This design comes from an exercise in tuning for a short achievable clock period and few clock cycles on the open sky130 flow, not from production work.
Only simulation tests tie the RTL to the original design; equivalence was not proved.
Power is estimated from default activity; no workload was simulated.

==> design/flow/design.v <==
module ALU (
   input wire [2:0]  ALU_control,
   input wire [31:0] ScrA,
   input wire [31:0] ScrB,
   output reg [31:0] ALUResult,
   output reg        Zero
);
always @(*) 
    begin
        Zero=1'b0;
        case (ALU_control)
            3'b000:
                begin
                 ALUResult=ScrA&ScrB;
                 Zero=(ALUResult) ? 1'b0 :1'b1;
                end    
            3'b001:
                begin
                 ALUResult=ScrA|ScrB;
                 Zero=(ALUResult) ? 1'b0 :1'b1;
                end    
            3'b010:
                begin
                 ALUResult=ScrA+ScrB;
                end   
            3'b100:
                begin
                 ALUResult=ScrA-ScrB;
                 Zero=(ALUResult) ? 1'b0 :1'b1;
                end
            3'b101:
                begin
                 ALUResult=ScrA*ScrB;
                 Zero=(ALUResult) ? 1'b0 :1'b1;
                end
            3'b110:
                begin
                 ALUResult=(ScrA<ScrB) ? 32'b1 : 32'b0;
                end
            default: 
                begin
                 ALUResult=32'b0;
                 Zero=1'b0;
                end
        endcase
    end
endmodule
module Alu_decoder (
    input wire [5:0] funct,
    input wire [1:0] Alu_op,
    output reg [2:0] Alu_control
);
always @(*)
    begin
        case (Alu_op)
            2'b00: Alu_control=3'b010;
            2'b01: Alu_control=3'b100;
            2'b10:
                begin
                    case (funct)
                        6'b100000: Alu_control=3'b010;
                        6'b100010: Alu_control=3'b100;
                        6'b101010: Alu_control=3'b110;
                        6'b011100: Alu_control=3'b101;
                        default: Alu_control=3'b010;
                    endcase
                end
            default: Alu_control=3'b010;
        endcase
    end
endmodule
module Main_decoder (
    input wire [5:0] opcode,
    output reg       jmp,
    output reg       mem_to_reg,
    output reg       mem_write,
    output reg       branch,
    output reg       Alu_src,
    output reg       reg_dst,
    output reg       reg_write,
    output reg [1:0] Alu_op
);
always @(*)
    begin
        case (opcode)
            6'b100011:
                begin
                    jmp=1'b0;
                    Alu_op=2'b0;
                    mem_write=1'b0;
                    reg_write=1'b1;
                    reg_dst=1'b0;
                    Alu_src=1'b1;
                    mem_to_reg=1'b1;
                    branch=1'b0;
                end 
            6'b101011:
                begin
                    jmp=1'b0;
                    Alu_op=2'b0;
                    mem_write=1'b1;
                    reg_write=1'b0;
                    reg_dst=1'b0;
                    Alu_src=1'b1;
                    mem_to_reg=1'b1;
                    branch=1'b0;
                end
            6'b000000:
                begin
                    jmp=1'b0;
                    Alu_op=2'b10;
                    mem_write=1'b0;
                    reg_write=1'b1;
                    reg_dst=1'b1;
                    Alu_src=1'b0;
                    mem_to_reg=1'b0;
                    branch=1'b0;
                end
            6'b001000:
                begin
                    jmp=1'b0;
                    Alu_op=2'b0;
                    mem_write=1'b0;
                    reg_write=1'b1;
                    reg_dst=1'b0;
                    Alu_src=1'b1;
                    mem_to_reg=1'b0;
                    branch=1'b0;
                end
            6'b000100:
                begin
                    jmp=1'b0;
                    Alu_op=2'b01;
                    mem_write=1'b0;
                    reg_write=1'b0;
                    reg_dst=1'b0;
                    Alu_src=1'b0;
                    mem_to_reg=1'b0;
                    branch=1'b1;
                end
            6'b000010:
                begin
                    jmp=1'b1;
                    Alu_op=2'b0;
                    mem_write=1'b0;
                    reg_write=1'b0;
                    reg_dst=1'b0;
                    Alu_src=1'b0;
                    mem_to_reg=1'b0;
                    branch=1'b0;
                end
            default:
                begin
                    jmp=1'b0;
                    Alu_op=2'b0;
                    mem_write=1'b0;
                    reg_write=1'b0;
                    reg_dst=1'b0;
                    Alu_src=1'b0;
                    mem_to_reg=1'b0;
                    branch=1'b0;
                end
        endcase
    end 
endmodule
module control_unit (
    input wire [5:0] opcode,
    input wire [5:0] funct,
    output wire       jmp,
    output wire       mem_to_reg,
    output wire       mem_write,
    output wire       branch,
    output wire       Alu_src,
    output wire       reg_dst,
    output wire       reg_write,
    output wire [2:0] Alu_control
);
wire [1:0] alu_op;
Main_decoder dec (
    .opcode(opcode),
    .jmp(jmp),
    .mem_to_reg(mem_to_reg),
    .mem_write(mem_write),
    .branch(branch),
    .Alu_src(Alu_src),
    .reg_dst(reg_dst),
    .reg_write(reg_write),
    .Alu_op(alu_op)
);
Alu_decoder alu_dec (
    .funct(funct),
    .Alu_op(alu_op),
    .Alu_control(Alu_control)
);
endmodule
module PC (
    input wire [31:0] PC_i,
    input wire        clk,
    input wire        rst,
    output reg [31:0] PC_o
);
always @(posedge clk or negedge rst) 
    begin
        if (!rst) 
            begin
               PC_o<=32'b0;   
            end
        else 
            begin
                PC_o<=PC_i;
            end  
    end
endmodule
module adder (
    input wire [31:0] A,
    input wire [31:0] B,
    output wire [31:0] C
);
assign C=A+B;    
endmodule
module mux #(
    parameter Length_in=32,
    parameter Length_out=32
 )(
    input wire [Length_in-1:0] mux_i1,
    input wire [Length_in-1:0] mux_i2,
    input wire        sel,
    output reg [Length_out-1:0] mux_o
);
always @(*)
    begin
        if (!sel)
        begin
            mux_o=mux_i1;
        end
        else
            mux_o=mux_i2;
    end
endmodule
module register_file (
    input wire [4:0]  A1,
    input wire [4:0]  A2,
    input wire [4:0]  A3,
    input wire [31:0] wd3,
    input wire        clk,
    input wire        rst,
    input wire        we3,
    output wire [31:0] rd1,
    output wire [31:0] rd2
);
reg [31:0] reg_f [0:31];
integer i;
always @(posedge clk or negedge rst)
    begin
        if (!rst)
            begin
                for (i=0; i<32; i=i+1)
                    begin
                        reg_f [i] <= { (32) {1'b0} };
                    end
            end
        else if (we3)
            begin
                reg_f [A3] <= wd3;
            end
    end
assign rd1 = reg_f[A1];
assign rd2 = reg_f[A2];
endmodule
module shift_Lft_2 #(
    parameter IN_length=32,
    parameter Out_length=32
) ( 
    input wire [IN_length-1:0] shift_i,
    output wire [Out_length-1:0] shift_o
);
assign shift_o=shift_i<<2;   
endmodule
module sign_e (
    input wire [15:0] sign_i,
    output reg [31:0] sign_o
);
reg [15:0] extra;
always @(*)
    begin
        extra={16 {sign_i[15]}};
        sign_o={extra,sign_i};   
    end    
endmodule
module mips (
    input wire clk,
    input wire rst,
    output wire [31:0] imem_addr,
    input  wire [31:0] imem_rdata,
    output wire [31:0] dmem_addr,
    output wire [31:0] dmem_wdata,
    output wire        dmem_we,
    input  wire [31:0] dmem_rdata
);
wire [31:0] instr ;
wire sel_1 ;
wire sel_2 ;
wire sel_3 ;
wire sel_4 ;
wire sel_5 ;
wire [27:0] sh1_i;
wire [27:0] sh1_o;
wire [31:0] sh2_i;
wire [31:0] sh2_o;
wire [31:0] adr1_o;
wire [31:0] adr2_o;
wire [31:0] pc_ot;
wire [31:0] PCJump;
wire [4:0] mux1_o;  
wire [31:0] mux2_o;
wire [31:0] mux3_o;
wire [31:0] mux4_o;
wire [31:0] mux5_o;
wire [31:0] R_RD1;   
wire [31:0] R_RD2;
wire Memwrite_wire;
wire Branch_wire;
wire  [2:0] Alucontrol_wire;
wire RegWrite_wire;
wire zero_wire;
wire [31:0] alu_o_wire;
wire [31:0] ReadData;  
assign sh1_i=instr[25:0];
assign PCJump={adr2_o[31:28],sh1_o};
assign sel_4=Branch_wire&zero_wire;
control_unit CU(
    .opcode(instr[31:26]),
    .funct(instr[5:0]),
    .jmp(sel_3),
    .mem_to_reg(sel_5),
    .mem_write(Memwrite_wire),
    .branch(Branch_wire), 
    .Alu_src(sel_2),
    .reg_dst(sel_1),
    .reg_write(RegWrite_wire),
    .Alu_control(Alucontrol_wire)
);
register_file RF(
    .A1(instr[25:21]),
    .A2(instr[20:16]),
    .A3(mux1_o),
    .wd3(mux5_o),
    .clk(clk),
    .rst(rst),
    .we3(RegWrite_wire),
    .rd1(R_RD1),
    .rd2(R_RD2)
);
assign imem_addr = pc_ot;
assign instr     = imem_rdata;
mux #(.Length_in(5), .Length_out(5)) M1(
    .mux_i1(instr[20:16]),
    .mux_i2(instr[15:11]),
    .sel(sel_1),
    .mux_o(mux1_o)
);
sign_e si_ex(
    .sign_i(instr[15:0]),
    .sign_o(sh2_i)
);
shift_Lft_2 #(.IN_length(28), .Out_length(28)) shift_U1 (
   .shift_i(sh1_i),
   .shift_o(sh1_o)
);
shift_Lft_2 #(.IN_length(32), .Out_length(32)) shift_U2 (
    .shift_i(sh2_i),
    .shift_o(sh2_o)
);
adder adU1(
    .A(sh2_o),
    .B(adr2_o),
    .C(adr1_o)
);
adder adU2(
    .A(pc_ot),
    .B(32'd4),
    .C(adr2_o)
);
PC pc(
    .PC_i(mux3_o),
    .clk(clk),
    .rst(rst),
    .PC_o(pc_ot)
);
mux M3(
    .mux_i1(mux4_o),
    .mux_i2(PCJump),
    .sel(sel_3),
    .mux_o(mux3_o)
);
mux M4(
    .mux_i1(adr2_o),
    .mux_i2(adr1_o),
    .sel(sel_4),
    .mux_o(mux4_o)
);
mux M2(
    .mux_i1(R_RD2),
    .mux_i2(sh2_i),  
    .sel(sel_2),  
    .mux_o(mux2_o)
);
ALU alu(
    .ALU_control(Alucontrol_wire),
    .ScrA(R_RD1),
    .ScrB(mux2_o),
    .ALUResult(alu_o_wire),
    .Zero(zero_wire)
);
assign dmem_addr  = alu_o_wire;
assign dmem_wdata = R_RD2;
assign dmem_we    = Memwrite_wire;
assign ReadData   = dmem_rdata;
mux M5(
    .mux_i1(alu_o_wire),
    .mux_i2(ReadData),  
    .sel(sel_5),  
    .mux_o(mux5_o)
);
endmodule
==> design/flow/run.sh <==
#!/bin/bash
# synth_recipe.tcl (not shown) runs the flow's synth.tcl, then flattens the netlist and writes it again
# the make line also repeats each setting of config.mk as NAME=value (left out here)
make -C /OpenROAD-flow-scripts/flow DESIGN_CONFIG=/design/flow/config.mk WORK_HOME=/design/flow/orfs CLKGATE_MAP_FILE= SYNTH_SCRIPT=/design/flow/synth_recipe.tcl finish
==> design/flow/config.mk <==
export PLATFORM = sky130hd
export DESIGN_NAME = mips
export DESIGN_NICKNAME = mips
export VERILOG_FILES = /design/flow/design.v
export SDC_FILE = /design/flow/constraint.sdc
export NUM_CORES = 4
export LEC_CHECK = 0
export CAP_MARGIN = 20
export CORE_MARGIN = 2
export CORE_UTILIZATION = 40
export SLEW_MARGIN = 20
==> design/flow/constraint.sdc <==
create_clock -name core_clock -period 23.0 [get_ports {clk}]
set_input_delay 4.6000 -clock core_clock [delete_from_list [all_inputs] [get_ports {clk}]]
set_output_delay 4.6000 -clock core_clock [all_outputs]
set_load 0.01 [all_outputs]
==> run notes <==
kinds of logic (layout without fill, tap and decap cells):
| kind of cell | Yosys count | in the layout | synth area share, % |
|---|---|---|---|
| adders and majority gates | 661 | 661 | 15.4 |
| muxes | 177 | 177 | 2.61 |
| other | 1 | 16 | 0.00508 |
| buffers and inverters | 1307 | 1334 | 6.96 |
| xor gates and xnor gates | 154 | 154 | 1.96 |
| and+or+nand+nor | 2698 | 2698 | 15.6 |
| AOI/OAI and AO/OA | 2497 | 2497 | 21.7 |
| DFF | 1054 | 1054 | 35.7 |
worst register-to-register path, delay by kind of cell, from the launching register on:
family	cells	cell delay, ns
DFF	1	0.52
buffers and inverters	8	1.41
and+or+nand+nor	10	3.34
AOI/OAI and AO/OA	12	3.05
xor gates and xnor gates	1	0.17
adders and majority gates	9	3.94
layout make-up:
cell class / count / area (µm²) / share of cell area (%)
clock buffers: 152 / 3180 / 3.81
multi-input cells: 6189 / 43500 / 52.1
inverters: 660 / 2480 / 2.97
flip-flops and latches: 1054 / 26400 / 31.6
well taps: 2464 / 3080 / 3.69
diodes: 14 / 35.0 / 0.0420
clock inverters: 50 / 709 / 0.850
repair buffers: 472 / 4140 / 4.96
worst paths after layout:
path	endpoint	slack (ns)	cells after the start
setup reg to reg	pc.PC_o[26]$_DFF_PN0_	10.48	40
min in group asynchronous	RF.reg_f[8][12]$_DFFE_PN0P_	3.85	1
setup / recovery	dmem_addr[30]	0.99	41
max in group asynchronous	RF.reg_f[10][23]$_DFFE_PN0P_	16.01	4
hold reg to reg	RF.reg_f[19][29]$_DFFE_PN0P_	0.51	2
hold / removal	RF.reg_f[19][29]$_DFFE_PN0P_	0.51	2
through the flow:
stage | hold WS (ns) | std cells | power [mW]
finish | 0.507 | 11100 | 4.60
global route | 0.526 | 11000 | 4.71
CTS | 0.508 | 11000 | 4.56
detailed placement | 0.494 | 10800 | 2.62
global placement | 0.486 | 10800 | 2.62
floorplan | 0.455 | 8550 | 2.30
placed cells by master, fill, tap and decap left out, drive strengths merged, types with 154 or more instances in the layout:
| cell | count |
|---|---|
| nand2 | 1515 |
| dfrtp | 1054 |
| o21ai | 1044 |
| a22oi | 732 |
| inv | 646 |
| nor2 | 574 |
| fa | 411 |
| buf | 318 |
| ha | 250 |
| a21oi | 217 |
| clkdlybuf4s50 | 154 |
metal layers:
layer | vias to the layer above | wire length, µm | global-route usage (%)
met5 | - | 232 | 0.442
met4 | 24 | 35400 | 28.4
met3 | 1967 | 64800 | 18.8
met2 | 6625 | 158000 | 57.8
met1 | 36500 | 154000 | 56.3
li1 | 29500 | - | -
registers in the layout, summed over array words and instances (netlist names):
signal    count
RF.reg_f   1024
pc.PC_o      30
where the power goes:
part           internal, mW  switching (mW)
sequential             1.89          0.0431
combinational         0.214           0.480
clock                  1.13           0.849
total                  3.23            1.37
==> flow_summary_export.csv <==
group,metric,value,unit
status,outcome,"finished clean",
worst_setup_path,crit_required,18.40,ns
layout,final_nets,9215,
place,port_buffers,160,
layout,utilization,45.6,%
synth,ys_ff_latch,1054,
synth,synth-edff-count,0,
synth,syn_area_per_cell,8.64,µm²
clocking,clk_path_buf_depth,3,
sta,setup_viol_count_final,0,
place,dp_hpwl,284,mm
detailed_routing,vias_per_cell,6.75,
pwr,p_leak,37.4,nW
global_route,grt_max_degree,171,
clocking,root_buffer,"clkbuf_16",
detailed_routing,drc_errors,0,
clocking,clk_pin_slew,0.07,ns
place,pre_cts_slack,1.64,ns
worst_setup_path,critPathMaxStageDelay,1.05,ns
die,core,0.183,mm²
clocking,ctsResizeCount,0,
detailed_routing,post_drt_wl_per_cell,37.3,µm
sta,clock_skew,0.0515,ns
worst_setup_path,crit_type,"primary input to output port",
die,die_h,434,µm
global_route,grt_overflow,0,
synth,yosys-top-cells-count,"1514 x nand2_1, 1054 x dfrtp_1, 1030 x o21ai_0",
place,placed_area,0.0794,mm²
synth,synth_top_area_share,35.7,%
die,dieArea,0.188,mm²
sta,slew_viol_final,0,
synth,yosysWarningCount,9,
layout,n_fill_cell,17800,
global_route,gr-usage-all-layers,43.3,%
pwr,vdd_ir_drop_max,0.0515,mV
sta,min_period_over_period,95.7,%
worst_setup_path,path_common_cell,"fa_1",
synth,synth_ff_type,"dfrtp_1",
min_path,hold_path_class,"flip-flop to flip-flop",
detailed_routing,drt-initial-drc-count,13500,
worst_setup_path,path_buf_inv,9,
clocking,cts_tree,"done",
layout,fin_area,0.0835,mm²
clocking,ctsHtreeMaxLevel,3,
worst_setup_path,rr_startpoint,"RF.reg_f[6][11]$_DFFE_PN0P_",
worst_setup_path,critPathCaptureType,"output port",
synth,synthCells,8549,
clocking,holdBufCountCts,0,
worst_setup_path,cp-startpoint,"imem_rdata[18]",
synth,synth_cell_types,102,
synth,async_flop_share,100,%
layout,drive_above_1_share,9.50,%
sta,setup_ws,0.992,ns
clocking,post_cts_buffers,0,
detailed_routing,ant_nets,0,
worst_setup_path,path_delay_family,"adder cells",
synth,yosysMostFrequentCell,"nand2_1",
synth,ys_seq_area_share,35.7,%
worst_setup_path,crit_path_top_delay_cell,"nor2_4",
die,io_pins,163,
global_route,grt_pass1_vias,70800,
clocking,insertion_delay,0.80,ns
place,gp_congestion,1.07,
clocking,cts_made_buffers,111,
synth,syn_area,0.0739,mm²
min_path,hp-start,"RF.reg_f[19][29]$_DFFE_PN0P_",
die,fp.dieW,434,µm
detailed_routing,dr.pass1.iters,15,
sta,tightest_slew,1.28,ns
sta,fmax,45.4,MHz
sta,tns,0,ns
layout,area_growth,13.0,%
clocking,cts_sinks,1054,
detailed_routing,via_count,74700,
synth,synth_area_leader_cell,"dfrtp_1",
sta,rsz0062_at_grt,"no",
global_route,grt_antenna_before_repair,21,
global_route,grt_pass1_wl,570,mm
sta,finalCriticalPeriod,22.01,ns
sta,relSlewSlack,14.6,%
synth,ys_top_cells_by_area,"dfrtp_1 36%, fa_1 11%, nand2_1 7.7%",
detailed_routing,wirelength,413,mm
job,max-cap-violations,0,
worst_setup_path,critPathArrivalTime,17.41,ns
pwr,powerDensity,55.1,mW/mm²
die,initial_utilization,40.3,%
die,placementRows,157,
sta,report.final.hold_viol_count,0,
worst_setup_path,critPathMaxFanout,27,
worst_setup_path,critPathLaunchType,"primary input",
Testbench counts, summed over its fixed seeds: cycles 35,409.

==> port drivers added, routing unchanged <==
Ports are ideal in the flow. The routed layout listed here was re-timed in OpenROAD.
Step 1, drivers: a clkbuf_16 drives clk and a buf_2 each remaining input, both assumed.
Step 2 also shifts input and output timing later by t, the mid clock arrival at the registers, as if the neighbouring blocks saw the same clock.
Three values: ideal ports, drivers, drivers and shift; two values: the first two.
shift t [ns]: 0.867
slack for setup (ns): 0.992 / 0.940 / 0.940
worst hold slack (ns): 0.507 / 0.507 / 0.507
worst setup path after step 2: input to output
cell pins on the clock port's net: 1
After both steps this run still meets setup and hold. For this run, drivers alone change the setup slack by -0.052 ns; drivers and shift together by -0.052 ns.
